From an optimization exercise on the open Yosys and OpenROAD flow, aimed at small area and a short achievable clock period; shortcuts taken in it are not production practice. In this exercise RTL edits were held to simulation tests only and were not proved equivalent to the original. Power and IR drop assume default switching activity.

==> flow/design.v, too long to show whole: its modules and the start of the top module <==
// module float_adder: 79 lines
// module float_mult: 689 lines
// module float_comp: 17 lines
// module float2int: 11 lines
// module int2float: 25 lines
// module float_ops: 25 lines
module float_ops(
	input         clk,
	input         rst_n,
	input  [31:0] add_a,
	input  [31:0] add_b,
	output [31:0] add_out,
	input  [31:0] mul_a,
	input  [31:0] mul_b,
	output [31:0] mul_out,
	input  [31:0] cmp_a,
	input  [31:0] cmp_b,
	output        cmp_gt,
	output        cmp_eq,
	output        cmp_lt,
	input  [31:0] f2i_in,
	output [31:0] f2i_out,
	input  [31:0] i2f_in,
	output [31:0] i2f_out
);
  // ...
==> flow/flow/run.sh <==
#!/bin/bash
set -euo pipefail
export SETUP_SLACK_MARGIN=6
export BUFFER_PORTS_ARGS="-buffer_cell sky130_fd_sc_hd__buf_1"
bash standard.sh finish > standard_flow.log 2>&1
==> flow/standard.sh <==
#!/bin/bash
# synth_recipe.tcl (not shown) runs the flow's synth.tcl, then flattens the netlist and writes it again
# the make line also repeats each setting of config.mk as NAME=value (left out here)
make -C /OpenROAD-flow-scripts/flow DESIGN_CONFIG=/design/flow/config.mk WORK_HOME=/design/flow/orfs CLKGATE_MAP_FILE= SYNTH_SCRIPT=/design/flow/synth_recipe.tcl "${@:-finish}"
==> flow/config.mk <==
export PLATFORM = sky130hd
export DESIGN_NAME = float_ops
export DESIGN_NICKNAME = float_ops
export VERILOG_FILES = /design/flow/design.v
export SDC_FILE = /design/flow/constraint.sdc
export NUM_CORES = 4
export LEC_CHECK = 0
export CAP_MARGIN = 20
export CORE_MARGIN = 2
export CORE_UTILIZATION = 40
export SLEW_MARGIN = 20
export SYNTH_HIERARCHICAL = 1
export SYNTH_MINIMUM_KEEP_SIZE = 0
==> flow/constraint.sdc <==
create_clock -name core_clock -period 10.0 [get_ports {clk}]
set_input_delay 2.0000 -clock core_clock [delete_from_list [all_inputs] [get_ports {clk}]]
set_output_delay 2.0000 -clock core_clock [all_outputs]
set_load 0.01 [all_outputs]
==> impl_summary.txt, run 1 <==
----------------------------------------------------
[Status]
  Status ... no timing/DRC/antenna violations

[Synthesis]
  Commonest register cell after synthesis ... dfxtp_1
  Netlist Area Pre-Place ... 40400 sq um
  Multiplexer fraction of the synthesized cell area ... 7.88%
  Share of synthesized cell area in and, or, nand and nor gates ... 13.4%
  Area contributors post-synth ... dfxtp_1 19%, fa_1 13%, ha_1 7.7%

[Global routing]
  Total global routing track utilization ... 26.5%
  Global-route met2 utilization ... 42.1%
  Number of global-route vias before repair ... 37152
  Wire length of the first global-routing pass ... 217 mm
  Top Usage Layer GRT ... met2

[Power]
  Part of the total power dissipated in sequential elements ... 20.2%
  Combinational group share of total power ... 64.2%

[Setup path]
  Category of the most critical setup path ... primary input to register
  Critical path depth in cells ... 13
  Internal reg-to-reg setup slack ... 5670 ps

[Route]
  Wire length on met3 ... 13.1 mm
  Detailed-route DRC error count ... 0

[Placed design]
  Placement Setup Slack ... 2730 ps
  Placed cell area ... 43100 sq um

[Timing]
  Worst-case clock skew ... 24.2 ps
  Highest clock rate ... 220 MHz
  Number of hold-slack violations in the final timing report ... 0

[Finish]
  Area added between synthesis and finish ... 27.1%
  Sequential cell area in the final layout ... 7940 sq um
  Total of fill cells in the finished design ... 9321
  Most frequent standard cell in the layout excluding fill and tap cells ... inv_1

[Floorplan]
  Area of the die ... 104000 sq um

----------------------------------------------------
==> module float2int, before the edit <==
module float2int(clk,rst_n,float_in,int_out);
input wire clk,rst_n;
input wire [31:0] float_in;
output reg [31:0] int_out;
wire [7:0]  e   = float_in[30:23];
wire [86:0] w   = {63'd0, 1'b1, float_in[22:0]} << e[5:0];
wire        mid = (e[7:6] == 2'b10) && (e[5:0] <= 6'd53);
wire [31:0] mag = mid ? w[53:22] : {31'd0, e == 8'd127};
always @(posedge clk)
	int_out <= float_in[31] ? (~mag + 32'd1) : mag;
endmodule
==> inputs of run 2 (changes only) <==
==> flow/design.v (replaced) <==
module float_adder(clk,rst_n,add_a,add_b,adder_out);
input wire [31:0] add_a,add_b;
output wire [31:0] adder_out;
input rst_n,clk;
wire [7:0] ea = add_a[30:23];
wire [7:0] eb = add_b[30:23];
wire [8:0] dab = {1'b0, ea} - {1'b0, eb};
wire [8:0] dba = {1'b0, eb} - {1'b0, ea};
wire a_lt_b = add_a[30:0] < add_b[30:0];
wire [7:0] d   = a_lt_b ? dba[7:0] : dab[7:0];
wire [31:0] bg  = a_lt_b ? add_b : add_a;
wire [22:0] sf  = a_lt_b ? add_a[22:0] : add_b[22:0];
reg        s0, sub0, bz0, hb0;
reg [7:0]  e0;
reg [4:0]  d0;
reg [22:0] fa0, fb0;
always @(posedge clk) begin
	s0   <= bg[31];
	sub0 <= add_a[31] ^ add_b[31];
	bz0  <= ~|{add_a, add_b};
	e0   <= bg[30:23];
	d0   <= (d > 8'd27) ? 5'd31 : d[4:0];
	fa0  <= bg[22:0];
	hb0  <= (d <= 8'd46);
	fb0  <= (d <= 8'd46) ? sf : 23'd0;
end
wire [23:0] bm = {hb0, fb0};
wire [26:0] ar = {2'b01, fa0, 2'b00};
wire [26:0] br = {1'b0, bm, 2'b00} >> d0;
reg st;
integer k;
always @(*) begin
	st = 1'b0;
	for (k = 0; k < 24; k = k + 1)
		if ((k + 3 <= d0) && (k + 23 >= d0)) st = st | bm[k];
end
wire [26:0] r = ar + (br ^ {27{sub0}}) + {26'd0, sub0 & ~st};
reg [26:0] r1;
reg        s1, bz1, nan1;
reg [7:0]  e1;
always @(posedge clk) begin
	r1   <= r;
	s1   <= s0;
	bz1  <= bz0;
	nan1 <= &e0;
	e1   <= e0;
end
reg [4:0] ss;
integer i;
always @(*) begin
	ss = 5'd24;
	for (i = 3; i <= 26; i = i + 1)
		if (r1[i]) ss = 26 - i;
end
wire [23:0] q    = r1[26] ? r1[25:2] : (r1[25] ? r1[24:1] : r1[23:0]);
wire [22:0] fr   = q[23:1] + {22'd0, q[0]};
wire [26:0] n    = r1 << ss;
wire [22:0] frac = (r1[26] | r1[25] | r1[24]) ? fr : n[25:3];
wire        zero = bz1 | ~|r1;
reg        s2;
reg [7:0]  e2;
reg [22:0] f2;
always @(posedge clk) begin
	if (nan1) begin
		s2 <= s1;
		e2 <= 8'hff;
		f2 <= 23'd1;
	end else if (zero) begin
		s2 <= 1'b0;
		e2 <= 8'd0;
		f2 <= 23'd0;
	end else begin
		s2 <= s1;
		e2 <= e1 + 8'd1 - {3'd0, ss};
		f2 <= frac;
	end
end
assign adder_out = {s2, e2, f2};
endmodule
module float_mult(clk,rst_n,mul_a,mul_b,out_a);
input wire [31:0] mul_a,mul_b;
output wire [31:0] out_a;
input rst_n,clk;
wire [8:0] esum = {1'b0, mul_a[30:23]} + {1'b0, mul_b[30:23]};
wire nan_in = (&mul_a[30:23]) | (&mul_b[30:23]);
wire [25:0] y = {2'b01, mul_b[22:0], 1'b0};    
reg [22:0] fa0;
reg [11:0] neg, one, two;
reg        s0, ovf0, unf0;
reg [7:0]  e0;
integer k;
always @(posedge clk) begin
	fa0  <= mul_a[22:0];
	for (k = 0; k < 12; k = k + 1) begin
		neg[k] <= y[2*k+2];
		one[k] <= y[2*k+1] ^ y[2*k];
		two[k] <= (y[2*k+2] & ~y[2*k+1] & ~y[2*k]) | (~y[2*k+2] & y[2*k+1] & y[2*k]);
	end
	s0   <= mul_a[31] ^ mul_b[31];
	ovf0 <= nan_in | (esum >= 9'd381);
	unf0 <= ~nan_in & (esum <= 9'd127);
	e0   <= esum[7:0] - 8'd127;
end
wire [23:0] x = {1'b1, fa0};
wire [25:0] xe = {1'b0, x, 1'b0};    
wire [24:0] pp0, pp1, pp2, pp3, pp4, pp5, pp6, pp7, pp8, pp9, pp10, pp11;
genvar gi, gj;
generate for (gj = 0; gj < 25; gj = gj + 1) begin : g_pp
	assign pp0[gj]  = ((one[0]  & xe[gj+1]) | (two[0]  & xe[gj])) ^ neg[0];
	assign pp1[gj]  = ((one[1]  & xe[gj+1]) | (two[1]  & xe[gj])) ^ neg[1];
	assign pp2[gj]  = ((one[2]  & xe[gj+1]) | (two[2]  & xe[gj])) ^ neg[2];
	assign pp3[gj]  = ((one[3]  & xe[gj+1]) | (two[3]  & xe[gj])) ^ neg[3];
	assign pp4[gj]  = ((one[4]  & xe[gj+1]) | (two[4]  & xe[gj])) ^ neg[4];
	assign pp5[gj]  = ((one[5]  & xe[gj+1]) | (two[5]  & xe[gj])) ^ neg[5];
	assign pp6[gj]  = ((one[6]  & xe[gj+1]) | (two[6]  & xe[gj])) ^ neg[6];
	assign pp7[gj]  = ((one[7]  & xe[gj+1]) | (two[7]  & xe[gj])) ^ neg[7];
	assign pp8[gj]  = ((one[8]  & xe[gj+1]) | (two[8]  & xe[gj])) ^ neg[8];
	assign pp9[gj]  = ((one[9]  & xe[gj+1]) | (two[9]  & xe[gj])) ^ neg[9];
	assign pp10[gj] = ((one[10] & xe[gj+1]) | (two[10] & xe[gj])) ^ neg[10];
	assign pp11[gj] = ((one[11] & xe[gj+1]) | (two[11] & xe[gj])) ^ neg[11];
end endgenerate
wire hs1, hc1, hs2, hc2, fs1, fc1, hs3, hc3, fs2, fc2, fs3, fc3, hs4, hc4, fs4, fc4, hs5, hc5, fs5, fc5, fs6, fc6, hs6, hc6, fs7, fc7, fs8, fc8, hs7, hc7, fs9, fc9, fs10, fc10, fs11, fc11, hs8, hc8, fs12, fc12, fs13, fc13, fs14, fc14, hs9, hc9, fs15, fc15, fs16, fc16, fs17, fc17, fs18, fc18, hs10, hc10, fs19, fc19, fs20, fc20, fs21, fc21, fs22, fc22, hs11, hc11, fs23, fc23, fs24, fc24, fs25, fc25, fs26, fc26, fs27, fc27, hs12, hc12, fs28, fc28, fs29, fc29, fs30, fc30, fs31, fc31, fs32, fc32, hs13, hc13, fs33, fc33, fs34, fc34, fs35, fc35, fs36, fc36, fs37, fc37, fs38, fc38, hs14, hc14, fs39, fc39, fs40, fc40, fs41, fc41, fs42, fc42, fs43, fc43, fs44, fc44, hs15, hc15, fs45, fc45, fs46, fc46, fs47, fc47, fs48, fc48, fs49, fc49, fs50, fc50, fs51, fc51, hs16, hc16, fs52, fc52, fs53, fc53, fs54, fc54, fs55, fc55, fs56, fc56, fs57, fc57, fs58, fc58, hs17, hc17, fs59, fc59, fs60, fc60, fs61, fc61, fs62, fc62, fs63, fc63, fs64, fc64, fs65, fc65, fs66, fc66, hs18, hc18, fs67, fc67, fs68, fc68, fs69, fc69, fs70, fc70, fs71, fc71, fs72, fc72, fs73, fc73, fs74, fc74, hs19, hc19, fs75, fc75, fs76, fc76, fs77, fc77, fs78, fc78, fs79, fc79, fs80, fc80, fs81, fc81, fs82, fc82, fs83, fc83, hs20, hc20, fs84, fc84, fs85, fc85, fs86, fc86, fs87, fc87, fs88, fc88, fs89, fc89, fs90, fc90, fs91, fc91, fs92, fc92, hs21, hc21, fs93, fc93, fs94, fc94, fs95, fc95, fs96, fc96, fs97, fc97, fs98, fc98, fs99, fc99, fs100, fc100, fs101, fc101, fs102, fc102, fs103, fc103, fs104, fc104, fs105, fc105, fs106, fc106, fs107, fc107, fs108, fc108, fs109, fc109, fs110, fc110, fs111, fc111, fs112, fc112, fs113, fc113, hs22, hc22, fs114, fc114, fs115, fc115, fs116, fc116, fs117, fc117, fs118, fc118, fs119, fc119, fs120, fc120, fs121, fc121, fs122, fc122, fs123, fc123, fs124, fc124, fs125, fc125, fs126, fc126, fs127, fc127, fs128, fc128, fs129, fc129, fs130, fc130, fs131, fc131, fs132, fc132, fs133, fc133, fs134, fc134, fs135, fc135, hs23, hc23, fs136, fc136, fs137, fc137, fs138, fc138, fs139, fc139, fs140, fc140, fs141, fc141, fs142, fc142, fs143, fc143, fs144, fc144, fs145, fc145, fs146, fc146, hs24, hc24, fs147, fc147, fs148, fc148, fs149, fc149, fs150, fc150, fs151, fc151, fs152, fc152, fs153, fc153, fs154, fc154, fs155, fc155, fs156, fc156, fs157, fc157, fs158, fc158, fs159, fc159, fs160, fc160, fs161, fc161, fs162, fc162, fs163, fc163, fs164, fc164, fs165, fc165, fs166, fc166, fs167, fc167, hs25, hc25, fs168, fc168, fs169, fc169, fs170, fc170, fs171, fc171, fs172, fc172, fs173, fc173, fs174, fc174, fs175, fc175, fs176, fc176, fs177, fc177, fs178, fc178, fs179, fc179, fs180, fc180, fs181, fc181, fs182, fc182, fs183, fc183, fs184, fc184, fs185, fc185, fs186, fc186, hs26, hc26, fs187, fc187, fs188, fc188, fs189, fc189, fs190, fc190, fs191, fc191, fs192, fc192, fs193, fc193, fs194, fc194, fs195, fc195, fs196, fc196, fs197, fc197, fs198, fc198, fs199, fc199, fs200, fc200, fs201, fc201, fs202, fc202, fs203, fc203, hs27, hc27, fs204, fc204, fs205, fc205, fs206, fc206, fs207, fc207, fs208, fc208, fs209, fc209, fs210, fc210, fs211, fc211, fs212, fc212, fs213, fc213, fs214, fc214, fs215, fc215, fs216, fc216, fs217, fc217, fs218, fc218, hs28, hc28, fs219, fc219, fs220, fc220, fs221, fc221, fs222, fc222, fs223, fc223, fs224, fc224, fs225, fc225, fs226, fc226, fs227, fc227, fs228, fc228, fs229, fc229, fs230, fc230, fs231, fc231, hs29, hc29, fs232, fc232, fs233, fc233, fs234, fc234, fs235, fc235, fs236, fc236, fs237, fc237, fs238, fc238, fs239, fc239, fs240, fc240, fs241, fc241, fs242, fc242, hs30, hc30, fs243, fc243, fs244, fc244, fs245, fc245, fs246, fc246, fs247, fc247, fs248, fc248, fs249, fc249, fs250, fc250, fs251, fc251, hs31, hc31, fs252, fc252, fs253, fc253, fs254, fc254, fs255, fc255, fs256, fc256, fs257, fc257, fs258, fc258, hs32, hc32, fs259, fc259, fs260, fc260, fs261, fc261, fs262, fc262, fs263, fc263, hs33, hc33, fs264, fc264, fs265, fc265, fs266, fc266, hs34, hc34, fs267, fc267;
mul_ha u_ha1(.a(neg[0]), .b(pp0[0]), .s(hs1), .co(hc1));
mul_ha u_ha2(.a(pp0[1]), .b(hc1), .s(hs2), .co(hc2));
mul_fa u_fa1(.a(neg[1]), .b(pp0[2]), .ci(pp1[0]), .s(fs1), .co(fc1));
mul_ha u_ha3(.a(hc2), .b(fs1), .s(hs3), .co(hc3));
mul_fa u_fa2(.a(pp0[3]), .b(pp1[1]), .ci(fc1), .s(fs2), .co(fc2));
mul_fa u_fa3(.a(neg[2]), .b(pp0[4]), .ci(pp1[2]), .s(fs3), .co(fc3));
mul_ha u_ha4(.a(pp2[0]), .b(fs3), .s(hs4), .co(hc4));
mul_fa u_fa4(.a(pp0[5]), .b(pp1[3]), .ci(pp2[1]), .s(fs4), .co(fc4));
mul_ha u_ha5(.a(fc3), .b(fs4), .s(hs5), .co(hc5));
mul_fa u_fa5(.a(neg[3]), .b(pp0[6]), .ci(pp1[4]), .s(fs5), .co(fc5));
mul_fa u_fa6(.a(pp2[2]), .b(pp3[0]), .ci(fc4), .s(fs6), .co(fc6));
mul_ha u_ha6(.a(fs5), .b(fs6), .s(hs6), .co(hc6));
mul_fa u_fa7(.a(pp0[7]), .b(pp1[5]), .ci(pp2[3]), .s(fs7), .co(fc7));
mul_fa u_fa8(.a(pp3[1]), .b(fc5), .ci(fs7), .s(fs8), .co(fc8));
mul_ha u_ha7(.a(hc6), .b(fc6), .s(hs7), .co(hc7));
mul_fa u_fa9(.a(neg[4]), .b(pp0[8]), .ci(pp1[6]), .s(fs9), .co(fc9));
mul_fa u_fa10(.a(pp2[4]), .b(pp3[2]), .ci(pp4[0]), .s(fs10), .co(fc10));
mul_fa u_fa11(.a(fc7), .b(fs9), .ci(fs10), .s(fs11), .co(fc11));
mul_ha u_ha8(.a(fc8), .b(fs11), .s(hs8), .co(hc8));
mul_fa u_fa12(.a(pp0[9]), .b(pp1[7]), .ci(pp2[5]), .s(fs12), .co(fc12));
mul_fa u_fa13(.a(pp3[3]), .b(pp4[1]), .ci(fc9), .s(fs13), .co(fc13));
mul_fa u_fa14(.a(fc10), .b(fs12), .ci(fs13), .s(fs14), .co(fc14));
mul_ha u_ha9(.a(fc11), .b(fs14), .s(hs9), .co(hc9));
mul_fa u_fa15(.a(neg[5]), .b(pp0[10]), .ci(pp1[8]), .s(fs15), .co(fc15));
mul_fa u_fa16(.a(pp2[6]), .b(pp3[4]), .ci(pp4[2]), .s(fs16), .co(fc16));
mul_fa u_fa17(.a(pp5[0]), .b(fc12), .ci(fs15), .s(fs17), .co(fc17));
mul_fa u_fa18(.a(fs16), .b(fc13), .ci(fc14), .s(fs18), .co(fc18));
mul_ha u_ha10(.a(fs17), .b(hc9), .s(hs10), .co(hc10));
mul_fa u_fa19(.a(pp0[11]), .b(pp1[9]), .ci(pp2[7]), .s(fs19), .co(fc19));
mul_fa u_fa20(.a(pp3[5]), .b(pp4[3]), .ci(pp5[1]), .s(fs20), .co(fc20));
mul_fa u_fa21(.a(fc15), .b(fc16), .ci(fs19), .s(fs21), .co(fc21));
mul_fa u_fa22(.a(fs20), .b(fc17), .ci(fs21), .s(fs22), .co(fc22));
mul_ha u_ha11(.a(fc18), .b(fs22), .s(hs11), .co(hc11));
mul_fa u_fa23(.a(neg[6]), .b(pp0[12]), .ci(pp1[10]), .s(fs23), .co(fc23));
mul_fa u_fa24(.a(pp2[8]), .b(pp3[6]), .ci(pp4[4]), .s(fs24), .co(fc24));
mul_fa u_fa25(.a(pp5[2]), .b(pp6[0]), .ci(fc19), .s(fs25), .co(fc25));
mul_fa u_fa26(.a(fc20), .b(fs23), .ci(fs24), .s(fs26), .co(fc26));
mul_fa u_fa27(.a(fs25), .b(fc21), .ci(fs26), .s(fs27), .co(fc27));
mul_ha u_ha12(.a(fc22), .b(fs27), .s(hs12), .co(hc12));
mul_fa u_fa28(.a(pp0[13]), .b(pp1[11]), .ci(pp2[9]), .s(fs28), .co(fc28));
mul_fa u_fa29(.a(pp3[7]), .b(pp4[5]), .ci(pp5[3]), .s(fs29), .co(fc29));
mul_fa u_fa30(.a(pp6[1]), .b(fc23), .ci(fc24), .s(fs30), .co(fc30));
mul_fa u_fa31(.a(fs28), .b(fs29), .ci(fc25), .s(fs31), .co(fc31));
mul_fa u_fa32(.a(fc26), .b(fs30), .ci(fs31), .s(fs32), .co(fc32));
mul_ha u_ha13(.a(fc27), .b(fs32), .s(hs13), .co(hc13));
mul_fa u_fa33(.a(neg[7]), .b(pp0[14]), .ci(pp1[12]), .s(fs33), .co(fc33));
mul_fa u_fa34(.a(pp2[10]), .b(pp3[8]), .ci(pp4[6]), .s(fs34), .co(fc34));
mul_fa u_fa35(.a(pp5[4]), .b(pp6[2]), .ci(pp7[0]), .s(fs35), .co(fc35));
mul_fa u_fa36(.a(fc28), .b(fc29), .ci(fs33), .s(fs36), .co(fc36));
mul_fa u_fa37(.a(fs34), .b(fs35), .ci(fc30), .s(fs37), .co(fc37));
mul_fa u_fa38(.a(fs36), .b(fs37), .ci(fc31), .s(fs38), .co(fc38));
mul_ha u_ha14(.a(fc32), .b(fs38), .s(hs14), .co(hc14));
mul_fa u_fa39(.a(pp0[15]), .b(pp1[13]), .ci(pp2[11]), .s(fs39), .co(fc39));
mul_fa u_fa40(.a(pp3[9]), .b(pp4[7]), .ci(pp5[5]), .s(fs40), .co(fc40));
mul_fa u_fa41(.a(pp6[3]), .b(pp7[1]), .ci(fc33), .s(fs41), .co(fc41));
mul_fa u_fa42(.a(fc34), .b(fc35), .ci(fs39), .s(fs42), .co(fc42));
mul_fa u_fa43(.a(fs40), .b(fs41), .ci(fc36), .s(fs43), .co(fc43));
mul_fa u_fa44(.a(fs42), .b(fs43), .ci(fc37), .s(fs44), .co(fc44));
mul_ha u_ha15(.a(fs44), .b(fc38), .s(hs15), .co(hc15));
mul_fa u_fa45(.a(neg[8]), .b(pp0[16]), .ci(pp1[14]), .s(fs45), .co(fc45));
mul_fa u_fa46(.a(pp2[12]), .b(pp3[10]), .ci(pp4[8]), .s(fs46), .co(fc46));
mul_fa u_fa47(.a(pp5[6]), .b(pp6[4]), .ci(pp7[2]), .s(fs47), .co(fc47));
mul_fa u_fa48(.a(pp8[0]), .b(fc39), .ci(fc40), .s(fs48), .co(fc48));
mul_fa u_fa49(.a(fs45), .b(fs46), .ci(fs47), .s(fs49), .co(fc49));
mul_fa u_fa50(.a(fc41), .b(fc42), .ci(fs48), .s(fs50), .co(fc50));
mul_fa u_fa51(.a(fs49), .b(fc43), .ci(fs50), .s(fs51), .co(fc51));
mul_ha u_ha16(.a(fc44), .b(fs51), .s(hs16), .co(hc16));
mul_fa u_fa52(.a(pp0[17]), .b(pp1[15]), .ci(pp2[13]), .s(fs52), .co(fc52));
mul_fa u_fa53(.a(pp3[11]), .b(pp4[9]), .ci(pp5[7]), .s(fs53), .co(fc53));
mul_fa u_fa54(.a(pp6[5]), .b(pp7[3]), .ci(pp8[1]), .s(fs54), .co(fc54));
mul_fa u_fa55(.a(fc45), .b(fc46), .ci(fc47), .s(fs55), .co(fc55));
mul_fa u_fa56(.a(fs52), .b(fs53), .ci(fs54), .s(fs56), .co(fc56));
mul_fa u_fa57(.a(fc48), .b(fc49), .ci(fs55), .s(fs57), .co(fc57));
mul_fa u_fa58(.a(fs56), .b(fc50), .ci(fs57), .s(fs58), .co(fc58));
mul_ha u_ha17(.a(fc51), .b(fs58), .s(hs17), .co(hc17));
mul_fa u_fa59(.a(neg[9]), .b(pp0[18]), .ci(pp1[16]), .s(fs59), .co(fc59));
mul_fa u_fa60(.a(pp2[14]), .b(pp3[12]), .ci(pp4[10]), .s(fs60), .co(fc60));
mul_fa u_fa61(.a(pp5[8]), .b(pp6[6]), .ci(pp7[4]), .s(fs61), .co(fc61));
mul_fa u_fa62(.a(pp8[2]), .b(pp9[0]), .ci(fc52), .s(fs62), .co(fc62));
mul_fa u_fa63(.a(fc53), .b(fc54), .ci(fs59), .s(fs63), .co(fc63));
mul_fa u_fa64(.a(fs60), .b(fs61), .ci(fs62), .s(fs64), .co(fc64));
mul_fa u_fa65(.a(fc55), .b(fc56), .ci(fs63), .s(fs65), .co(fc65));
mul_fa u_fa66(.a(fs64), .b(fc57), .ci(fs65), .s(fs66), .co(fc66));
mul_ha u_ha18(.a(fc58), .b(fs66), .s(hs18), .co(hc18));
mul_fa u_fa67(.a(pp0[19]), .b(pp1[17]), .ci(pp2[15]), .s(fs67), .co(fc67));
mul_fa u_fa68(.a(pp3[13]), .b(pp4[11]), .ci(pp5[9]), .s(fs68), .co(fc68));
mul_fa u_fa69(.a(pp6[7]), .b(pp7[5]), .ci(pp8[3]), .s(fs69), .co(fc69));
mul_fa u_fa70(.a(pp9[1]), .b(fc59), .ci(fc60), .s(fs70), .co(fc70));
mul_fa u_fa71(.a(fc61), .b(fs67), .ci(fs68), .s(fs71), .co(fc71));
mul_fa u_fa72(.a(fs69), .b(fc62), .ci(fc63), .s(fs72), .co(fc72));
mul_fa u_fa73(.a(fc64), .b(fs70), .ci(fs71), .s(fs73), .co(fc73));
mul_fa u_fa74(.a(fs72), .b(fc65), .ci(fs73), .s(fs74), .co(fc74));
mul_ha u_ha19(.a(fc66), .b(fs74), .s(hs19), .co(hc19));
mul_fa u_fa75(.a(neg[10]), .b(pp0[20]), .ci(pp1[18]), .s(fs75), .co(fc75));
mul_fa u_fa76(.a(pp2[16]), .b(pp3[14]), .ci(pp4[12]), .s(fs76), .co(fc76));
mul_fa u_fa77(.a(pp5[10]), .b(pp6[8]), .ci(pp7[6]), .s(fs77), .co(fc77));
mul_fa u_fa78(.a(pp8[4]), .b(pp9[2]), .ci(pp10[0]), .s(fs78), .co(fc78));
mul_fa u_fa79(.a(fc67), .b(fc68), .ci(fc69), .s(fs79), .co(fc79));
mul_fa u_fa80(.a(fs75), .b(fs76), .ci(fs77), .s(fs80), .co(fc80));
mul_fa u_fa81(.a(fs78), .b(fc70), .ci(fc71), .s(fs81), .co(fc81));
mul_fa u_fa82(.a(fs79), .b(fs80), .ci(fs81), .s(fs82), .co(fc82));
mul_fa u_fa83(.a(fc72), .b(fc73), .ci(fs82), .s(fs83), .co(fc83));
mul_ha u_ha20(.a(fc74), .b(fs83), .s(hs20), .co(hc20));
mul_fa u_fa84(.a(pp0[21]), .b(pp1[19]), .ci(pp2[17]), .s(fs84), .co(fc84));
mul_fa u_fa85(.a(pp3[15]), .b(pp4[13]), .ci(pp5[11]), .s(fs85), .co(fc85));
mul_fa u_fa86(.a(pp6[9]), .b(pp7[7]), .ci(pp8[5]), .s(fs86), .co(fc86));
mul_fa u_fa87(.a(pp9[3]), .b(pp10[1]), .ci(fc75), .s(fs87), .co(fc87));
mul_fa u_fa88(.a(fc76), .b(fc77), .ci(fc78), .s(fs88), .co(fc88));
mul_fa u_fa89(.a(fs84), .b(fs85), .ci(fs86), .s(fs89), .co(fc89));
mul_fa u_fa90(.a(fs87), .b(fc79), .ci(fc80), .s(fs90), .co(fc90));
mul_fa u_fa91(.a(fs88), .b(fs89), .ci(fs90), .s(fs91), .co(fc91));
mul_fa u_fa92(.a(fc81), .b(fs91), .ci(fc82), .s(fs92), .co(fc92));
mul_ha u_ha21(.a(fc83), .b(fs92), .s(hs21), .co(hc21));
assign fs93 = ~(neg[11] ^ pp0[22]);
assign fc93 = neg[11] | pp0[22];
mul_fa u_fa94(.a(fs93), .b(pp1[20]), .ci(pp2[18]), .s(fs94), .co(fc94));
mul_fa u_fa95(.a(pp3[16]), .b(pp4[14]), .ci(pp5[12]), .s(fs95), .co(fc95));
mul_fa u_fa96(.a(pp6[10]), .b(pp7[8]), .ci(pp8[6]), .s(fs96), .co(fc96));
mul_fa u_fa97(.a(pp9[4]), .b(pp10[2]), .ci(pp11[0]), .s(fs97), .co(fc97));
mul_fa u_fa98(.a(fc84), .b(fc85), .ci(fc86), .s(fs98), .co(fc98));
mul_fa u_fa99(.a(fs94), .b(fs95), .ci(fs96), .s(fs99), .co(fc99));
mul_fa u_fa100(.a(fs97), .b(fc87), .ci(fc88), .s(fs100), .co(fc100));
mul_fa u_fa101(.a(fc89), .b(fs98), .ci(fs99), .s(fs101), .co(fc101));
mul_fa u_fa102(.a(fs100), .b(fc90), .ci(fs101), .s(fs102), .co(fc102));
mul_fa u_fa103(.a(fc91), .b(fs102), .ci(fc92), .s(fs103), .co(fc103));
mul_fa u_fa104(.a(pp0[23]), .b(pp1[21]), .ci(pp2[19]), .s(fs104), .co(fc104));
mul_fa u_fa105(.a(pp3[17]), .b(pp4[15]), .ci(pp5[13]), .s(fs105), .co(fc105));
mul_fa u_fa106(.a(pp6[11]), .b(pp7[9]), .ci(pp8[7]), .s(fs106), .co(fc106));
mul_fa u_fa107(.a(pp9[5]), .b(pp10[3]), .ci(pp11[1]), .s(fs107), .co(fc107));
mul_fa u_fa108(.a(fc93), .b(fc94), .ci(fc95), .s(fs108), .co(fc108));
mul_fa u_fa109(.a(fc96), .b(fc97), .ci(fs104), .s(fs109), .co(fc109));
mul_fa u_fa110(.a(fs105), .b(fs106), .ci(fs107), .s(fs110), .co(fc110));
mul_fa u_fa111(.a(fc98), .b(fc99), .ci(fs108), .s(fs111), .co(fc111));
mul_fa u_fa112(.a(fs109), .b(fs110), .ci(fc100), .s(fs112), .co(fc112));
mul_fa u_fa113(.a(fc101), .b(fs111), .ci(fs112), .s(fs113), .co(fc113));
mul_ha u_ha22(.a(fc102), .b(fs113), .s(hs22), .co(hc22));
mul_fa u_fa114(.a(x[0]), .b(pp0[24]), .ci(pp1[22]), .s(fs114), .co(fc114));
mul_fa u_fa115(.a(pp2[20]), .b(pp3[18]), .ci(pp4[16]), .s(fs115), .co(fc115));
mul_fa u_fa116(.a(pp5[14]), .b(pp6[12]), .ci(pp7[10]), .s(fs116), .co(fc116));
mul_fa u_fa117(.a(pp8[8]), .b(pp9[6]), .ci(pp10[4]), .s(fs117), .co(fc117));
mul_fa u_fa118(.a(pp11[2]), .b(fc104), .ci(fc105), .s(fs118), .co(fc118));
mul_fa u_fa119(.a(fc106), .b(fc107), .ci(fs114), .s(fs119), .co(fc119));
mul_fa u_fa120(.a(fs115), .b(fs116), .ci(fs117), .s(fs120), .co(fc120));
mul_fa u_fa121(.a(fc108), .b(fc109), .ci(fc110), .s(fs121), .co(fc121));
mul_fa u_fa122(.a(fs118), .b(fs119), .ci(fs120), .s(fs122), .co(fc122));
mul_fa u_fa123(.a(fc111), .b(fs121), .ci(fs122), .s(fs123), .co(fc123));
mul_fa u_fa124(.a(fc112), .b(fc113), .ci(fs123), .s(fs124), .co(fc124));
assign fs125 = ~(x[1] ^ ~neg[0]);
assign fc125 = x[1] | ~neg[0];
mul_fa u_fa126(.a(fs125), .b(pp1[23]), .ci(pp2[21]), .s(fs126), .co(fc126));
mul_fa u_fa127(.a(pp3[19]), .b(pp4[17]), .ci(pp5[15]), .s(fs127), .co(fc127));
mul_fa u_fa128(.a(pp6[13]), .b(pp7[11]), .ci(pp8[9]), .s(fs128), .co(fc128));
mul_fa u_fa129(.a(pp9[7]), .b(pp10[5]), .ci(pp11[3]), .s(fs129), .co(fc129));
mul_fa u_fa130(.a(fc114), .b(fc115), .ci(fc116), .s(fs130), .co(fc130));
mul_fa u_fa131(.a(fc117), .b(fs126), .ci(fs127), .s(fs131), .co(fc131));
mul_fa u_fa132(.a(fs128), .b(fs129), .ci(fc118), .s(fs132), .co(fc132));
mul_fa u_fa133(.a(fc119), .b(fc120), .ci(fs130), .s(fs133), .co(fc133));
mul_fa u_fa134(.a(fs131), .b(fs132), .ci(fc121), .s(fs134), .co(fc134));
mul_fa u_fa135(.a(fc122), .b(fs133), .ci(fs134), .s(fs135), .co(fc135));
mul_ha u_ha23(.a(fc123), .b(fs135), .s(hs23), .co(hc23));
assign fs136 = ~(x[2] ^ fc125);
assign fc136 = x[2] | fc125;
mul_fa u_fa137(.a(fs136), .b(pp1[24]), .ci(pp2[22]), .s(fs137), .co(fc137));
mul_fa u_fa138(.a(pp3[20]), .b(pp4[18]), .ci(pp5[16]), .s(fs138), .co(fc138));
mul_fa u_fa139(.a(pp6[14]), .b(pp7[12]), .ci(pp8[10]), .s(fs139), .co(fc139));
mul_fa u_fa140(.a(pp9[8]), .b(pp10[6]), .ci(pp11[4]), .s(fs140), .co(fc140));
mul_fa u_fa141(.a(fc126), .b(fc127), .ci(fc128), .s(fs141), .co(fc141));
mul_fa u_fa142(.a(fc129), .b(fs137), .ci(fs138), .s(fs142), .co(fc142));
mul_fa u_fa143(.a(fs139), .b(fs140), .ci(fc130), .s(fs143), .co(fc143));
mul_fa u_fa144(.a(fc131), .b(fs141), .ci(fs142), .s(fs144), .co(fc144));
mul_fa u_fa145(.a(fs143), .b(fc132), .ci(fc133), .s(fs145), .co(fc145));
mul_fa u_fa146(.a(fs144), .b(fc134), .ci(fs145), .s(fs146), .co(fc146));
mul_ha u_ha24(.a(fc135), .b(hc23), .s(hs24), .co(hc24));
mul_fa u_fa147(.a(x[3]), .b(~neg[1]), .ci(pp2[23]), .s(fs147), .co(fc147));
mul_fa u_fa148(.a(pp3[21]), .b(pp4[19]), .ci(pp5[17]), .s(fs148), .co(fc148));
mul_fa u_fa149(.a(pp6[15]), .b(pp7[13]), .ci(pp8[11]), .s(fs149), .co(fc149));
mul_fa u_fa150(.a(pp9[9]), .b(pp10[7]), .ci(pp11[5]), .s(fs150), .co(fc150));
mul_fa u_fa151(.a(fs147), .b(fc136), .ci(fc137), .s(fs151), .co(fc151));
mul_fa u_fa152(.a(fc138), .b(fc139), .ci(fc140), .s(fs152), .co(fc152));
mul_fa u_fa153(.a(fs148), .b(fs149), .ci(fs150), .s(fs153), .co(fc153));
mul_fa u_fa154(.a(fc141), .b(fs151), .ci(fc142), .s(fs154), .co(fc154));
mul_fa u_fa155(.a(fs152), .b(fs153), .ci(fc143), .s(fs155), .co(fc155));
mul_fa u_fa156(.a(fs154), .b(fc144), .ci(fs155), .s(fs156), .co(fc156));
mul_fa u_fa157(.a(fc145), .b(fs156), .ci(fc146), .s(fs157), .co(fc157));
assign fs158 = ~(x[4] ^ pp2[24]);
assign fc158 = x[4] | pp2[24];
mul_fa u_fa159(.a(fs158), .b(pp3[22]), .ci(pp4[20]), .s(fs159), .co(fc159));
mul_fa u_fa160(.a(pp5[18]), .b(pp6[16]), .ci(pp7[14]), .s(fs160), .co(fc160));
mul_fa u_fa161(.a(pp8[12]), .b(pp9[10]), .ci(pp10[8]), .s(fs161), .co(fc161));
mul_fa u_fa162(.a(pp11[6]), .b(fc147), .ci(fc148), .s(fs162), .co(fc162));
mul_fa u_fa163(.a(fc149), .b(fc150), .ci(fs159), .s(fs163), .co(fc163));
mul_fa u_fa164(.a(fs160), .b(fs161), .ci(fc151), .s(fs164), .co(fc164));
mul_fa u_fa165(.a(fc152), .b(fc153), .ci(fs162), .s(fs165), .co(fc165));
mul_fa u_fa166(.a(fs163), .b(fs164), .ci(fc154), .s(fs166), .co(fc166));
mul_fa u_fa167(.a(fs165), .b(fs166), .ci(fc155), .s(fs167), .co(fc167));
mul_ha u_ha25(.a(fc156), .b(fs167), .s(hs25), .co(hc25));
mul_fa u_fa168(.a(x[5]), .b(~neg[2]), .ci(pp3[23]), .s(fs168), .co(fc168));
mul_fa u_fa169(.a(pp4[21]), .b(pp5[19]), .ci(pp6[17]), .s(fs169), .co(fc169));
mul_fa u_fa170(.a(pp7[15]), .b(pp8[13]), .ci(pp9[11]), .s(fs170), .co(fc170));
mul_fa u_fa171(.a(pp10[9]), .b(pp11[7]), .ci(fs168), .s(fs171), .co(fc171));
mul_fa u_fa172(.a(fc158), .b(fc159), .ci(fc160), .s(fs172), .co(fc172));
mul_fa u_fa173(.a(fc161), .b(fs169), .ci(fs170), .s(fs173), .co(fc173));
mul_fa u_fa174(.a(fs171), .b(fc162), .ci(fc163), .s(fs174), .co(fc174));
mul_fa u_fa175(.a(fs172), .b(fs173), .ci(fc164), .s(fs175), .co(fc175));
mul_fa u_fa176(.a(fs174), .b(fc165), .ci(fs175), .s(fs176), .co(fc176));
mul_fa u_fa177(.a(fc166), .b(fs176), .ci(fc167), .s(fs177), .co(fc177));
assign fs178 = ~(x[6] ^ pp3[24]);
assign fc178 = x[6] | pp3[24];
mul_fa u_fa179(.a(fs178), .b(pp4[22]), .ci(pp5[20]), .s(fs179), .co(fc179));
mul_fa u_fa180(.a(pp6[18]), .b(pp7[16]), .ci(pp8[14]), .s(fs180), .co(fc180));
mul_fa u_fa181(.a(pp9[12]), .b(pp10[10]), .ci(pp11[8]), .s(fs181), .co(fc181));
mul_fa u_fa182(.a(fc168), .b(fc169), .ci(fc170), .s(fs182), .co(fc182));
mul_fa u_fa183(.a(fc171), .b(fs179), .ci(fs180), .s(fs183), .co(fc183));
mul_fa u_fa184(.a(fs181), .b(fc172), .ci(fc173), .s(fs184), .co(fc184));
mul_fa u_fa185(.a(fs182), .b(fs183), .ci(fs184), .s(fs185), .co(fc185));
mul_fa u_fa186(.a(fc174), .b(fs185), .ci(fc175), .s(fs186), .co(fc186));
mul_ha u_ha26(.a(fc176), .b(fs186), .s(hs26), .co(hc26));
mul_fa u_fa187(.a(x[7]), .b(~neg[3]), .ci(pp4[23]), .s(fs187), .co(fc187));
mul_fa u_fa188(.a(pp5[21]), .b(pp6[19]), .ci(pp7[17]), .s(fs188), .co(fc188));
mul_fa u_fa189(.a(pp8[15]), .b(pp9[13]), .ci(pp10[11]), .s(fs189), .co(fc189));
mul_fa u_fa190(.a(pp11[9]), .b(fs187), .ci(fc178), .s(fs190), .co(fc190));
mul_fa u_fa191(.a(fc179), .b(fc180), .ci(fc181), .s(fs191), .co(fc191));
mul_fa u_fa192(.a(fs188), .b(fs189), .ci(fs190), .s(fs192), .co(fc192));
mul_fa u_fa193(.a(fc182), .b(fc183), .ci(fs191), .s(fs193), .co(fc193));
mul_fa u_fa194(.a(fs192), .b(fc184), .ci(fs193), .s(fs194), .co(fc194));
mul_fa u_fa195(.a(fc185), .b(fs194), .ci(fc186), .s(fs195), .co(fc195));
assign fs196 = ~(x[8] ^ pp4[24]);
assign fc196 = x[8] | pp4[24];
mul_fa u_fa197(.a(fs196), .b(pp5[22]), .ci(pp6[20]), .s(fs197), .co(fc197));
mul_fa u_fa198(.a(pp7[18]), .b(pp8[16]), .ci(pp9[14]), .s(fs198), .co(fc198));
mul_fa u_fa199(.a(pp10[12]), .b(pp11[10]), .ci(fc187), .s(fs199), .co(fc199));
mul_fa u_fa200(.a(fc188), .b(fc189), .ci(fs197), .s(fs200), .co(fc200));
mul_fa u_fa201(.a(fs198), .b(fs199), .ci(fc190), .s(fs201), .co(fc201));
mul_fa u_fa202(.a(fc191), .b(fc192), .ci(fs200), .s(fs202), .co(fc202));
mul_fa u_fa203(.a(fs201), .b(fc193), .ci(fs202), .s(fs203), .co(fc203));
mul_ha u_ha27(.a(fc194), .b(fs203), .s(hs27), .co(hc27));
mul_fa u_fa204(.a(x[9]), .b(~neg[4]), .ci(pp5[23]), .s(fs204), .co(fc204));
mul_fa u_fa205(.a(pp6[21]), .b(pp7[19]), .ci(pp8[17]), .s(fs205), .co(fc205));
mul_fa u_fa206(.a(pp9[15]), .b(pp10[13]), .ci(pp11[11]), .s(fs206), .co(fc206));
mul_fa u_fa207(.a(fs204), .b(fc196), .ci(fc197), .s(fs207), .co(fc207));
mul_fa u_fa208(.a(fc198), .b(fs205), .ci(fs206), .s(fs208), .co(fc208));
mul_fa u_fa209(.a(fc199), .b(fc200), .ci(fs207), .s(fs209), .co(fc209));
mul_fa u_fa210(.a(fs208), .b(fc201), .ci(fc202), .s(fs210), .co(fc210));
mul_fa u_fa211(.a(fs209), .b(fs210), .ci(fc203), .s(fs211), .co(fc211));
assign fs212 = ~(x[10] ^ pp5[24]);
assign fc212 = x[10] | pp5[24];
mul_fa u_fa213(.a(fs212), .b(pp6[22]), .ci(pp7[20]), .s(fs213), .co(fc213));
mul_fa u_fa214(.a(pp8[18]), .b(pp9[16]), .ci(pp10[14]), .s(fs214), .co(fc214));
mul_fa u_fa215(.a(pp11[12]), .b(fc204), .ci(fc205), .s(fs215), .co(fc215));
mul_fa u_fa216(.a(fc206), .b(fs213), .ci(fs214), .s(fs216), .co(fc216));
mul_fa u_fa217(.a(fc207), .b(fc208), .ci(fs215), .s(fs217), .co(fc217));
mul_fa u_fa218(.a(fs216), .b(fc209), .ci(fs217), .s(fs218), .co(fc218));
mul_ha u_ha28(.a(fc210), .b(fs218), .s(hs28), .co(hc28));
mul_fa u_fa219(.a(x[11]), .b(~neg[5]), .ci(pp6[23]), .s(fs219), .co(fc219));
mul_fa u_fa220(.a(pp7[21]), .b(pp8[19]), .ci(pp9[17]), .s(fs220), .co(fc220));
mul_fa u_fa221(.a(pp10[15]), .b(pp11[13]), .ci(fs219), .s(fs221), .co(fc221));
mul_fa u_fa222(.a(fc212), .b(fc213), .ci(fc214), .s(fs222), .co(fc222));
mul_fa u_fa223(.a(fs220), .b(fs221), .ci(fc215), .s(fs223), .co(fc223));
mul_fa u_fa224(.a(fc216), .b(fs222), .ci(fs223), .s(fs224), .co(fc224));
mul_fa u_fa225(.a(fc217), .b(fs224), .ci(fc218), .s(fs225), .co(fc225));
assign fs226 = ~(x[12] ^ pp6[24]);
assign fc226 = x[12] | pp6[24];
mul_fa u_fa227(.a(fs226), .b(pp7[22]), .ci(pp8[20]), .s(fs227), .co(fc227));
mul_fa u_fa228(.a(pp9[18]), .b(pp10[16]), .ci(pp11[14]), .s(fs228), .co(fc228));
mul_fa u_fa229(.a(fc219), .b(fc220), .ci(fc221), .s(fs229), .co(fc229));
mul_fa u_fa230(.a(fs227), .b(fs228), .ci(fc222), .s(fs230), .co(fc230));
mul_fa u_fa231(.a(fs229), .b(fs230), .ci(fc223), .s(fs231), .co(fc231));
mul_ha u_ha29(.a(fc224), .b(fs231), .s(hs29), .co(hc29));
mul_fa u_fa232(.a(x[13]), .b(~neg[6]), .ci(pp7[23]), .s(fs232), .co(fc232));
mul_fa u_fa233(.a(pp8[21]), .b(pp9[19]), .ci(pp10[17]), .s(fs233), .co(fc233));
mul_fa u_fa234(.a(pp11[15]), .b(fs232), .ci(fc226), .s(fs234), .co(fc234));
mul_fa u_fa235(.a(fc227), .b(fc228), .ci(fs233), .s(fs235), .co(fc235));
mul_fa u_fa236(.a(fs234), .b(fc229), .ci(fs235), .s(fs236), .co(fc236));
mul_fa u_fa237(.a(fc230), .b(fs236), .ci(fc231), .s(fs237), .co(fc237));
assign fs238 = ~(x[14] ^ pp7[24]);
assign fc238 = x[14] | pp7[24];
mul_fa u_fa239(.a(fs238), .b(pp8[22]), .ci(pp9[20]), .s(fs239), .co(fc239));
mul_fa u_fa240(.a(pp10[18]), .b(pp11[16]), .ci(fc232), .s(fs240), .co(fc240));
mul_fa u_fa241(.a(fc233), .b(fs239), .ci(fs240), .s(fs241), .co(fc241));
mul_fa u_fa242(.a(fc234), .b(fc235), .ci(fs241), .s(fs242), .co(fc242));
mul_ha u_ha30(.a(fc236), .b(fs242), .s(hs30), .co(hc30));
mul_fa u_fa243(.a(x[15]), .b(~neg[7]), .ci(pp8[23]), .s(fs243), .co(fc243));
mul_fa u_fa244(.a(pp9[21]), .b(pp10[19]), .ci(pp11[17]), .s(fs244), .co(fc244));
mul_fa u_fa245(.a(fs243), .b(fc238), .ci(fc239), .s(fs245), .co(fc245));
mul_fa u_fa246(.a(fs244), .b(fc240), .ci(fc241), .s(fs246), .co(fc246));
mul_fa u_fa247(.a(fs245), .b(fs246), .ci(fc242), .s(fs247), .co(fc247));
assign fs248 = ~(x[16] ^ pp8[24]);
assign fc248 = x[16] | pp8[24];
mul_fa u_fa249(.a(fs248), .b(pp9[22]), .ci(pp10[20]), .s(fs249), .co(fc249));
mul_fa u_fa250(.a(pp11[18]), .b(fc243), .ci(fc244), .s(fs250), .co(fc250));
mul_fa u_fa251(.a(fs249), .b(fc245), .ci(fs250), .s(fs251), .co(fc251));
mul_ha u_ha31(.a(fs251), .b(fc246), .s(hs31), .co(hc31));
mul_fa u_fa252(.a(x[17]), .b(~neg[8]), .ci(pp9[23]), .s(fs252), .co(fc252));
mul_fa u_fa253(.a(pp10[21]), .b(pp11[19]), .ci(fs252), .s(fs253), .co(fc253));
mul_fa u_fa254(.a(fc248), .b(fc249), .ci(fs253), .s(fs254), .co(fc254));
mul_fa u_fa255(.a(fc250), .b(fs254), .ci(fc251), .s(fs255), .co(fc255));
assign fs256 = ~(x[18] ^ pp9[24]);
assign fc256 = x[18] | pp9[24];
mul_fa u_fa257(.a(fs256), .b(pp10[22]), .ci(pp11[20]), .s(fs257), .co(fc257));
mul_fa u_fa258(.a(fc252), .b(fc253), .ci(fs257), .s(fs258), .co(fc258));
mul_ha u_ha32(.a(fc254), .b(fs258), .s(hs32), .co(hc32));
mul_fa u_fa259(.a(x[19]), .b(~neg[9]), .ci(pp10[23]), .s(fs259), .co(fc259));
mul_fa u_fa260(.a(pp11[21]), .b(fs259), .ci(fc256), .s(fs260), .co(fc260));
mul_fa u_fa261(.a(fc257), .b(fs260), .ci(fc258), .s(fs261), .co(fc261));
assign fs262 = ~(x[20] ^ pp10[24]);
assign fc262 = x[20] | pp10[24];
mul_fa u_fa263(.a(fs262), .b(pp11[22]), .ci(fc259), .s(fs263), .co(fc263));
mul_ha u_ha33(.a(fs263), .b(fc260), .s(hs33), .co(hc33));
mul_fa u_fa264(.a(x[21]), .b(~neg[10]), .ci(pp11[23]), .s(fs264), .co(fc264));
mul_fa u_fa265(.a(fs264), .b(fc262), .ci(fc263), .s(fs265), .co(fc265));
assign fs266 = ~(x[22] ^ pp11[24]);
assign fc266 = x[22] | pp11[24];
mul_ha u_ha34(.a(fs266), .b(fc264), .s(hs34), .co(hc34));
mul_fa u_fa267(.a(x[23]), .b(~neg[11]), .ci(fc266), .s(fs267), .co(fc267));
wire [24:0] rowa = {hc34, fc265, hc33, fc261, hc32, fc255, hc31, fc247, hc30, fc237, hc29, fc225, hc28, fc211, hc27, fc195, hc26, fc177, hc25, fc157, hc24, fs146, fc124, hc22, fc103};
wire [24:0] rowb = {fs267, hs34, fs265, hs33, fs261, hs32, fs255, hs31, fs247, hs30, fs237, hs29, fs225, hs28, fs211, hs27, fs195, hs26, fs177, hs25, fs157, hs24, hs23, fs124, hs22};
wire [19:0] lowa = {hc21, hc20, hc19, hc18, hc17, hc16, hc15, hc14, hc13, hc12, hc11, hc10, fs18, hc8, hc7, fs8, hc5, hc4, fc2, hc3};
wire [19:0] lowb = {fs103, hs21, hs20, hs19, hs18, hs17, hs16, hs15, hs14, hs13, hs12, hs11, hs10, hs9, hs8, hs7, hs6, hs5, hs4, fs2};
wire [19:0] lg0 = lowa & lowb;
wire [19:0] lp0 = lowa ^ lowb;
wire lg1_ = lg0[1] | (lp0[1] & lg0[0]);
wire lp1_ = lp0[1] & lp0[0];
wire lg2_ = lg0[3] | (lp0[3] & lg0[2]);
wire lp2_ = lp0[3] & lp0[2];
wire lg3_ = lg0[5] | (lp0[5] & lg0[4]);
wire lp3_ = lp0[5] & lp0[4];
wire lg4_ = lg0[7] | (lp0[7] & lg0[6]);
wire lp4_ = lp0[7] & lp0[6];
wire lg5_ = lg0[9] | (lp0[9] & lg0[8]);
wire lp5_ = lp0[9] & lp0[8];
wire lg6_ = lg0[11] | (lp0[11] & lg0[10]);
wire lp6_ = lp0[11] & lp0[10];
wire lg7_ = lg0[13] | (lp0[13] & lg0[12]);
wire lp7_ = lp0[13] & lp0[12];
wire lg8_ = lg0[15] | (lp0[15] & lg0[14]);
wire lp8_ = lp0[15] & lp0[14];
wire lg9_ = lg0[17] | (lp0[17] & lg0[16]);
wire lp9_ = lp0[17] & lp0[16];
wire lg10_ = lg0[19] | (lp0[19] & lg0[18]);
wire lp10_ = lp0[19] & lp0[18];
wire lg11_ = lg2_ | (lp2_ & lg1_);
wire lp11_ = lp2_ & lp1_;
wire lg12_ = lg4_ | (lp4_ & lg3_);
wire lp12_ = lp4_ & lp3_;
wire lg13_ = lg6_ | (lp6_ & lg5_);
wire lp13_ = lp6_ & lp5_;
wire lg14_ = lg8_ | (lp8_ & lg7_);
wire lp14_ = lp8_ & lp7_;
wire lg15_ = lg10_ | (lp10_ & lg9_);
wire lp15_ = lp10_ & lp9_;
wire lg16_ = lg12_ | (lp12_ & lg11_);
wire lp16_ = lp12_ & lp11_;
wire lg17_ = lg14_ | (lp14_ & lg13_);
wire lp17_ = lp14_ & lp13_;
wire lg18_ = lg17_ | (lp17_ & lg16_);
wire lp18_ = lp17_ & lp16_;
wire lg19_ = lg15_ | (lp15_ & lg18_);
wire lp19_ = lp15_ & lp18_;
wire lcarry = lg19_;
reg [24:0] ra1, rb1;
reg        cl1;
reg        s1, ovf1, unf1;
reg [7:0]  e1;
always @(posedge clk) begin
	ra1  <= rowa;
	rb1  <= rowb;
	cl1  <= lcarry;
	s1   <= s0;
	ovf1 <= ovf0;
	unf1 <= unf0;
	e1   <= e0;
end
wire [25:0] bk_g0, bk_p0;
assign bk_g0 = {ra1, cl1} & {rb1, cl1};
assign bk_p0 = {ra1, cl1} ^ {rb1, cl1};
wire bk_g1 = bk_g0[1] | (bk_p0[1] & bk_g0[0]);
wire bk_p1 = bk_p0[1] & bk_p0[0];
wire bk_g2 = bk_g0[3] | (bk_p0[3] & bk_g0[2]);
wire bk_p2 = bk_p0[3] & bk_p0[2];
wire bk_g3 = bk_g0[5] | (bk_p0[5] & bk_g0[4]);
wire bk_p3 = bk_p0[5] & bk_p0[4];
wire bk_g4 = bk_g0[7] | (bk_p0[7] & bk_g0[6]);
wire bk_p4 = bk_p0[7] & bk_p0[6];
wire bk_g5 = bk_g0[9] | (bk_p0[9] & bk_g0[8]);
wire bk_p5 = bk_p0[9] & bk_p0[8];
wire bk_g6 = bk_g0[11] | (bk_p0[11] & bk_g0[10]);
wire bk_p6 = bk_p0[11] & bk_p0[10];
wire bk_g7 = bk_g0[13] | (bk_p0[13] & bk_g0[12]);
wire bk_p7 = bk_p0[13] & bk_p0[12];
wire bk_g8 = bk_g0[15] | (bk_p0[15] & bk_g0[14]);
wire bk_p8 = bk_p0[15] & bk_p0[14];
wire bk_g9 = bk_g0[17] | (bk_p0[17] & bk_g0[16]);
wire bk_p9 = bk_p0[17] & bk_p0[16];
wire bk_g10 = bk_g0[19] | (bk_p0[19] & bk_g0[18]);
wire bk_p10 = bk_p0[19] & bk_p0[18];
wire bk_g11 = bk_g0[21] | (bk_p0[21] & bk_g0[20]);
wire bk_p11 = bk_p0[21] & bk_p0[20];
wire bk_g12 = bk_g0[23] | (bk_p0[23] & bk_g0[22]);
wire bk_p12 = bk_p0[23] & bk_p0[22];
wire bk_g13 = bk_g0[25] | (bk_p0[25] & bk_g0[24]);
wire bk_p13 = bk_p0[25] & bk_p0[24];
wire bk_g14 = bk_g2 | (bk_p2 & bk_g1);
wire bk_p14 = bk_p2 & bk_p1;
wire bk_g15 = bk_g4 | (bk_p4 & bk_g3);
wire bk_p15 = bk_p4 & bk_p3;
wire bk_g16 = bk_g6 | (bk_p6 & bk_g5);
wire bk_p16 = bk_p6 & bk_p5;
wire bk_g17 = bk_g8 | (bk_p8 & bk_g7);
wire bk_p17 = bk_p8 & bk_p7;
wire bk_g18 = bk_g10 | (bk_p10 & bk_g9);
wire bk_p18 = bk_p10 & bk_p9;
wire bk_g19 = bk_g12 | (bk_p12 & bk_g11);
wire bk_p19 = bk_p12 & bk_p11;
wire bk_g20 = bk_g15 | (bk_p15 & bk_g14);
wire bk_p20 = bk_p15 & bk_p14;
wire bk_g21 = bk_g17 | (bk_p17 & bk_g16);
wire bk_p21 = bk_p17 & bk_p16;
wire bk_g22 = bk_g19 | (bk_p19 & bk_g18);
wire bk_p22 = bk_p19 & bk_p18;
wire bk_g23 = bk_g21 | (bk_p21 & bk_g20);
wire bk_p23 = bk_p21 & bk_p20;
wire bk_g24 = bk_g22 | (bk_p22 & bk_g23);
wire bk_p24 = bk_p22 & bk_p23;
wire bk_g25 = bk_g16 | (bk_p16 & bk_g20);
wire bk_p25 = bk_p16 & bk_p20;
wire bk_g26 = bk_g18 | (bk_p18 & bk_g23);
wire bk_p26 = bk_p18 & bk_p23;
wire bk_g27 = bk_g3 | (bk_p3 & bk_g14);
wire bk_p27 = bk_p3 & bk_p14;
wire bk_g28 = bk_g5 | (bk_p5 & bk_g20);
wire bk_p28 = bk_p5 & bk_p20;
wire bk_g29 = bk_g7 | (bk_p7 & bk_g25);
wire bk_p29 = bk_p7 & bk_p25;
wire bk_g30 = bk_g9 | (bk_p9 & bk_g23);
wire bk_p30 = bk_p9 & bk_p23;
wire bk_g31 = bk_g11 | (bk_p11 & bk_g26);
wire bk_p31 = bk_p11 & bk_p26;
wire bk_g32 = bk_g13 | (bk_p13 & bk_g24);
wire bk_p32 = bk_p13 & bk_p24;
wire bk_g33 = bk_g0[2] | (bk_p0[2] & bk_g1);
wire bk_p33 = bk_p0[2] & bk_p1;
wire bk_g34 = bk_g0[4] | (bk_p0[4] & bk_g14);
wire bk_p34 = bk_p0[4] & bk_p14;
wire bk_g35 = bk_g0[6] | (bk_p0[6] & bk_g27);
wire bk_p35 = bk_p0[6] & bk_p27;
wire bk_g36 = bk_g0[8] | (bk_p0[8] & bk_g20);
wire bk_p36 = bk_p0[8] & bk_p20;
wire bk_g37 = bk_g0[10] | (bk_p0[10] & bk_g28);
wire bk_p37 = bk_p0[10] & bk_p28;
wire bk_g38 = bk_g0[12] | (bk_p0[12] & bk_g25);
wire bk_p38 = bk_p0[12] & bk_p25;
wire bk_g39 = bk_g0[14] | (bk_p0[14] & bk_g29);
wire bk_p39 = bk_p0[14] & bk_p29;
wire bk_g40 = bk_g0[16] | (bk_p0[16] & bk_g23);
wire bk_p40 = bk_p0[16] & bk_p23;
wire bk_g41 = bk_g0[18] | (bk_p0[18] & bk_g30);
wire bk_p41 = bk_p0[18] & bk_p30;
wire bk_g42 = bk_g0[20] | (bk_p0[20] & bk_g26);
wire bk_p42 = bk_p0[20] & bk_p26;
wire bk_g43 = bk_g0[22] | (bk_p0[22] & bk_g31);
wire bk_p43 = bk_p0[22] & bk_p31;
wire bk_g44 = bk_g0[24] | (bk_p0[24] & bk_g24);
wire bk_p44 = bk_p0[24] & bk_p24;
wire [24:0] bk_sum = {bk_p0[25] ^ bk_g44, bk_p0[24] ^ bk_g24, bk_p0[23] ^ bk_g43, bk_p0[22] ^ bk_g31, bk_p0[21] ^ bk_g42, bk_p0[20] ^ bk_g26, bk_p0[19] ^ bk_g41, bk_p0[18] ^ bk_g30, bk_p0[17] ^ bk_g40, bk_p0[16] ^ bk_g23, bk_p0[15] ^ bk_g39, bk_p0[14] ^ bk_g29, bk_p0[13] ^ bk_g38, bk_p0[12] ^ bk_g25, bk_p0[11] ^ bk_g37, bk_p0[10] ^ bk_g28, bk_p0[9] ^ bk_g36, bk_p0[8] ^ bk_g20, bk_p0[7] ^ bk_g35, bk_p0[6] ^ bk_g27, bk_p0[5] ^ bk_g34, bk_p0[4] ^ bk_g14, bk_p0[3] ^ bk_g33, bk_p0[2] ^ bk_g1, bk_p0[1] ^ bk_g0[0]};
wire [24:0] p1 = bk_sum;
reg        s2;
reg [7:0]  e2;
reg [22:0] f2;
always @(posedge clk) begin
	s2 <= s1;
	if (ovf1) begin
		e2 <= 8'hff;
		f2 <= 23'd1;
	end else if (unf1) begin
		e2 <= 8'd0;
		f2 <= 23'd0;
	end else if (p1[24]) begin
		e2 <= e1 + 8'd1;
		f2 <= p1[23:1];
	end else begin
		e2 <= e1;
		f2 <= p1[22:0];
	end
end
assign out_a = {s2, e2, f2};
endmodule
module mul_fa(a, b, ci, s, co);
input  wire a, b, ci;
output wire s, co;
assign s  = a ^ b ^ ci;
assign co = (a & b) | (a & ci) | (b & ci);
endmodule
module mul_ha(a, b, s, co);
input  wire a, b;
output wire s, co;
assign s  = a ^ b;
assign co = a & b;
endmodule
module float_comp(rst_n,clk,float_a,float_b,gt,eq,lt);
input clk,rst_n;
input [31:0] float_a,float_b;
output wire gt,eq,lt;
reg gt_r, eq_r;
wire mag_gt = float_a[30:0] > float_b[30:0];
wire mag_lt = float_a[30:0] < float_b[30:0];
wire gt_d = (float_a[31] ^ float_b[31]) ? ~float_a[31] :
            (float_a[31] ? mag_lt : mag_gt);
always @(posedge clk) begin
	gt_r <= gt_d;
	eq_r <= (float_a == float_b);
end
assign gt = gt_r;
assign eq = eq_r;
assign lt = ~(gt_r | eq_r);
endmodule
module float2int(clk,rst_n,float_in,int_out);
input wire clk,rst_n;
input wire [31:0] float_in;
output wire [31:0] int_out;
wire [7:0]  e   = float_in[30:23];
wire [86:0] w   = {63'd0, 1'b1, float_in[22:0]} << e[5:0];
wire        mid = (e[7:6] == 2'b10) && (e[5:0] <= 6'd53);
wire [31:0] mag = mid ? w[53:22] : {31'd0, e == 8'd127};
reg        s_r;
reg [31:0] m_r;
reg [2:0]  any_r;
always @(posedge clk) begin
	s_r   <= float_in[31];
	m_r   <= mag;
	any_r <= {|mag[23:16], |mag[15:8], |mag[7:0]};
end
wire [31:0] below;
genvar i;
generate for (i = 0; i < 32; i = i + 1) begin : g_below
	if (i % 8 == 0) begin : g_first
		if (i == 0) begin : g_zero
			assign below[i] = 1'b0;
		end else begin : g_lower
			assign below[i] = |any_r[i/8-1:0];
		end
	end else begin : g_rest
		if (i < 8) begin : g_byte0
			assign below[i] = |m_r[i-1:0];
		end else begin : g_upper
			assign below[i] = (|m_r[i-1:(i/8)*8]) | (|any_r[i/8-1:0]);
		end
	end
end endgenerate
assign int_out = m_r ^ ({32{s_r}} & below);
endmodule
module int2float(clk,rst_n,int_in,float_out);
input wire clk,rst_n;
input wire [31:0] int_in;
output wire [31:0] float_out;
wire        s   = int_in[31];
wire [31:0] y   = int_in ^ {32{s}};
wire [31:0] mag = s ? (~int_in + 32'd1) : int_in;
reg  [5:0]  c;
integer i;
always @(*) begin
	c = 6'd32;
	for (i = 0; i < 32; i = i + 1)
		if (y[i]) c = 31 - i;
end
wire [31:0] m8 = mag << {c[5:3], 3'b000};
reg        s_r;
reg [5:0]  c_r;
reg [31:0] m_r;
always @(posedge clk) begin
	s_r <= s;
	c_r <= c;
	m_r <= m8;
end
wire [31:0] n = m_r << c_r[2:0];
assign float_out = {s_r, n[31] ? (8'd158 - {2'd0, c_r}) : (8'd159 - {2'd0, c_r}), n[30:8]};
endmodule
module float_ops(
	input         clk,
	input         rst_n,
	input  [31:0] add_a,
	input  [31:0] add_b,
	output [31:0] add_out,
	input  [31:0] mul_a,
	input  [31:0] mul_b,
	output [31:0] mul_out,
	input  [31:0] cmp_a,
	input  [31:0] cmp_b,
	output        cmp_gt,
	output        cmp_eq,
	output        cmp_lt,
	input  [31:0] f2i_in,
	output [31:0] f2i_out,
	input  [31:0] i2f_in,
	output [31:0] i2f_out
);
	float_adder u_add(.clk(clk), .rst_n(rst_n), .add_a(add_a), .add_b(add_b), .adder_out(add_out));
	float_mult  u_mul(.clk(clk), .rst_n(rst_n), .mul_a(mul_a), .mul_b(mul_b), .out_a(mul_out));
	float_comp  u_cmp(.rst_n(rst_n), .clk(clk), .float_a(cmp_a), .float_b(cmp_b), .gt(cmp_gt), .eq(cmp_eq), .lt(cmp_lt));
	float2int   u_f2i(.clk(clk), .rst_n(rst_n), .float_in(f2i_in), .int_out(f2i_out));
	int2float   u_i2f(.clk(clk), .rst_n(rst_n), .int_in(i2f_in), .float_out(i2f_out));
endmodule
==> flow/flow/run.sh (replaced) <==
#!/bin/bash
# Own layout flow: the standard flow (standard synthesis unchanged), with
# the ports buffered by the smallest plain buffer instead of the default
# delay-cell buffer; timing repair upsizes it where a path needs it.
set -euo pipefail
export BUFFER_PORTS_ARGS="-buffer_cell sky130_fd_sc_hd__buf_1"
bash standard.sh finish > standard_flow.log 2>&1
--- a/flow/config.mk
+++ b/flow/config.mk
@@ -9,4 +9,5 @@
 export CORE_MARGIN = 2
 export CORE_UTILIZATION = 40
+export SETUP_SLACK_MARGIN = 5
 export SLEW_MARGIN = 20
 export SYNTH_HIERARCHICAL = 1
==> impl_summary.txt, run 2 <==
----------------------------------------------------
[Status]
  Status ... no timing/DRC/antenna violations (unchanged)

[Finish]
  Sequential cell area in the final layout ... 7460 sq um (was 7940 sq um)
  Area added between synthesis and finish ... 10.7% (was 27.1%)
  Cell Count, Final, Fillers Out ... 5400 (was 6523)
  Most frequent standard cell in the layout excluding fill and tap cells ... buf_1 (was inv_1)
  Total of fill cells in the finished design ... 8889 (was 9321)
  Biggest regs ... u_f2i.m_r: 32 flops, u_i2f.m_r: 31 flops, u_add.r1: 27 flops (was u_mul.ra1: 41 flops, u_mul.rb1: 41 flops, u_f2i.int_out: 32 flops)

[Synthesis]
  Area contributors post-synth ... dfxtp_1 21%, fa_1 15%, xnor2_1 8.9% (was dfxtp_1 19%, fa_1 13%, ha_1 7.7%)
  Commonest register cell after synthesis ... dfxtp_1 (unchanged)
  Netlist Area Pre-Place ... 36200 sq um (was 40400 sq um)

[CTS]
  Sinks on Clock Net ... 372 (was 393)

[Setup path]
  Category of the most critical setup path ... register to register (was primary input to register)

[Floorplan]
  Initial core utilization ... 40.2% (was 40.3%)
  IO Count ... 389 (unchanged)
  Area of the die ... 92900 sq um (was 104000 sq um)

[Route]
  Detailed-route DRC error count ... 0 (unchanged)

[Global routing]
  Total global routing track utilization ... 23.1% (was 26.5%)
  Number of global-route vias before repair ... 30241 (was 37152)
  Wire length of the first global-routing pass ... 172 mm (was 217 mm)

[Timing]
  Number of hold-slack violations in the final timing report ... 0 (unchanged)
  Worst-case clock skew ... 44.2 ps (was 24.2 ps)
  Highest clock rate ... 208 MHz (was 220 MHz)

[Placed design]
  Placement Setup Slack ... 4120 ps (was 2730 ps)

----------------------------------------------------
==> run 2: changes by cell type after synthesis, moves of 21 or more <==
cell and change:
mux2i_1 -33, a31oi_1 -25, nand4_1 -24, o22ai_1 -22
ha_1 -40, inv_1 -288, dfxtp_1 -21, a21oi_1 -38
xnor2_1 +65, xor2_1 -52, mux2_2 +37, nand2_1 -80
o21ai_0 -45
==> run 2: modules after synthesis, one instance, submodules excluded, excerpt <==
module       cell area [sq um]  copies in the design  flip-flops and latches  cells inside
int2float                 3830                     1                      38           514
float_mult               11400                     1                     163          1291
float_comp                 898                     1                       2           117
float_adder              11200                     1                     133          1390
mul_fa                    20.0                   254                       0             1
mul_ha                    12.5                    34                       0             1
float2int                 3400                     1                      36           389
==> run 2: where the power goes <==
part	internal, uW	total, uW	switching (uW)
clock	943	1620	674
combinational	3120	7100	3970
sequential	1950	2260	311
==> run 2: cells by family after synthesis <==
kind of cell | Yosys count | share of synthesized area, %
AND/OR/NAND/NOR | 892 | 12.2
multiplexers | 287 | 9.47
XOR/XNOR | 464 | 11.2
flip-flops | 372 | 20.6
AO/OA/AOI/OAI | 981 | 18.5
buffers and inverters | 510 | 5.73
other | 2 | 0.0208
adder cells (fa/ha/maj) | 481 | 22.2
==> run 2: path summary, 6_finish.rpt <==
check / depth (start not counted) / slack, ps / endpoint / from
worst max-delay path: 18 / 5200 / u_add.r1[26]$_DFF_P_ / u_add.d0[1]$_SDFF_PN1_
worst min-delay path: 0 / 320 / u_mul.e1[7]$_DFF_P_ / u_mul.e0[7]$_DFF_P_
worst max register to register: 18 / 5200 / u_add.r1[26]$_DFF_P_ / u_add.d0[1]$_SDFF_PN1_
worst min register to register: 0 / 320 / u_mul.e1[7]$_DFF_P_ / u_mul.e0[7]$_DFF_P_
==> run 2: routing by layer <==
layer  vias up  routed length (microns)  share of wire (%)  track usage (%)
li1      14543                        -                  -                -
met1     15009                    48600                 44             31.4
met3       218                     7160                6.5             3.38
met5         -                        0                  0                0
met2      1236                    50200                 46             37.2
met4         0                     3930                3.6             8.30
==> run 2: worst max-delay path: stages (launching register included) <==
cell	delay, ps
dfxtp_2	320
buf_8	210
and2_1	250
maj3_1	350
o22a_1	170
a211o_1	270
or4b_2	700
a221oi_2	370
ha_1	280
ha_1	200
a21o_1	120
a21oi_1	100
o21ai_2	200
a211o_1	200
a31o_2	230
a211oi_2	110
o21ai_0	200
a21oi_1	90
a211o_1	300
==> run 2: cell type report <==
class | count | share of cell area (%)
inverters | 191 | 1.82
clock buffers | 52 | 2.92
repair buffers | 473 | 5.44
flip-flops and latches | 372 | 18.6
well taps | 1176 | 3.68
diodes | 1 | 0.00625
multi-input cells | 3108 | 66.8
clock inverters | 26 | 0.688
repair inverters | 1 | 0.0125
==> run 2: repair_timing <==
| item | CTS | global route |
|---|---|---|
| resized for setup | 13 | 19 |
| pin swaps | 0 | 2 |
| gates cloned | 1 | 1 |
| hold buffers | 0 | 0 |
| setup buffers | 0 | 5 |
| endpoints found under the setup margin | 39 | 35 |
| endpoints found under the hold margin | 0 | 0 |
==> run 2: per-stage QoR <==
step | instance area [sq um] | power (uW) | hold WS (ps) | utilization, %
6_report | 40000 | 11000 | 323 | 44.5
3_3_place_gp | 38400 | 9140 | 310 | 42.7
4_1_cts | 39900 | 10900 | 325 | 44.4
2_1_floorplan | 36200 | 7210 | 310 | -
5_1_grt | 40000 | 12000 | 329 | 44.5
3_5_place_dp | 38400 | 9240 | 312 | 42.7
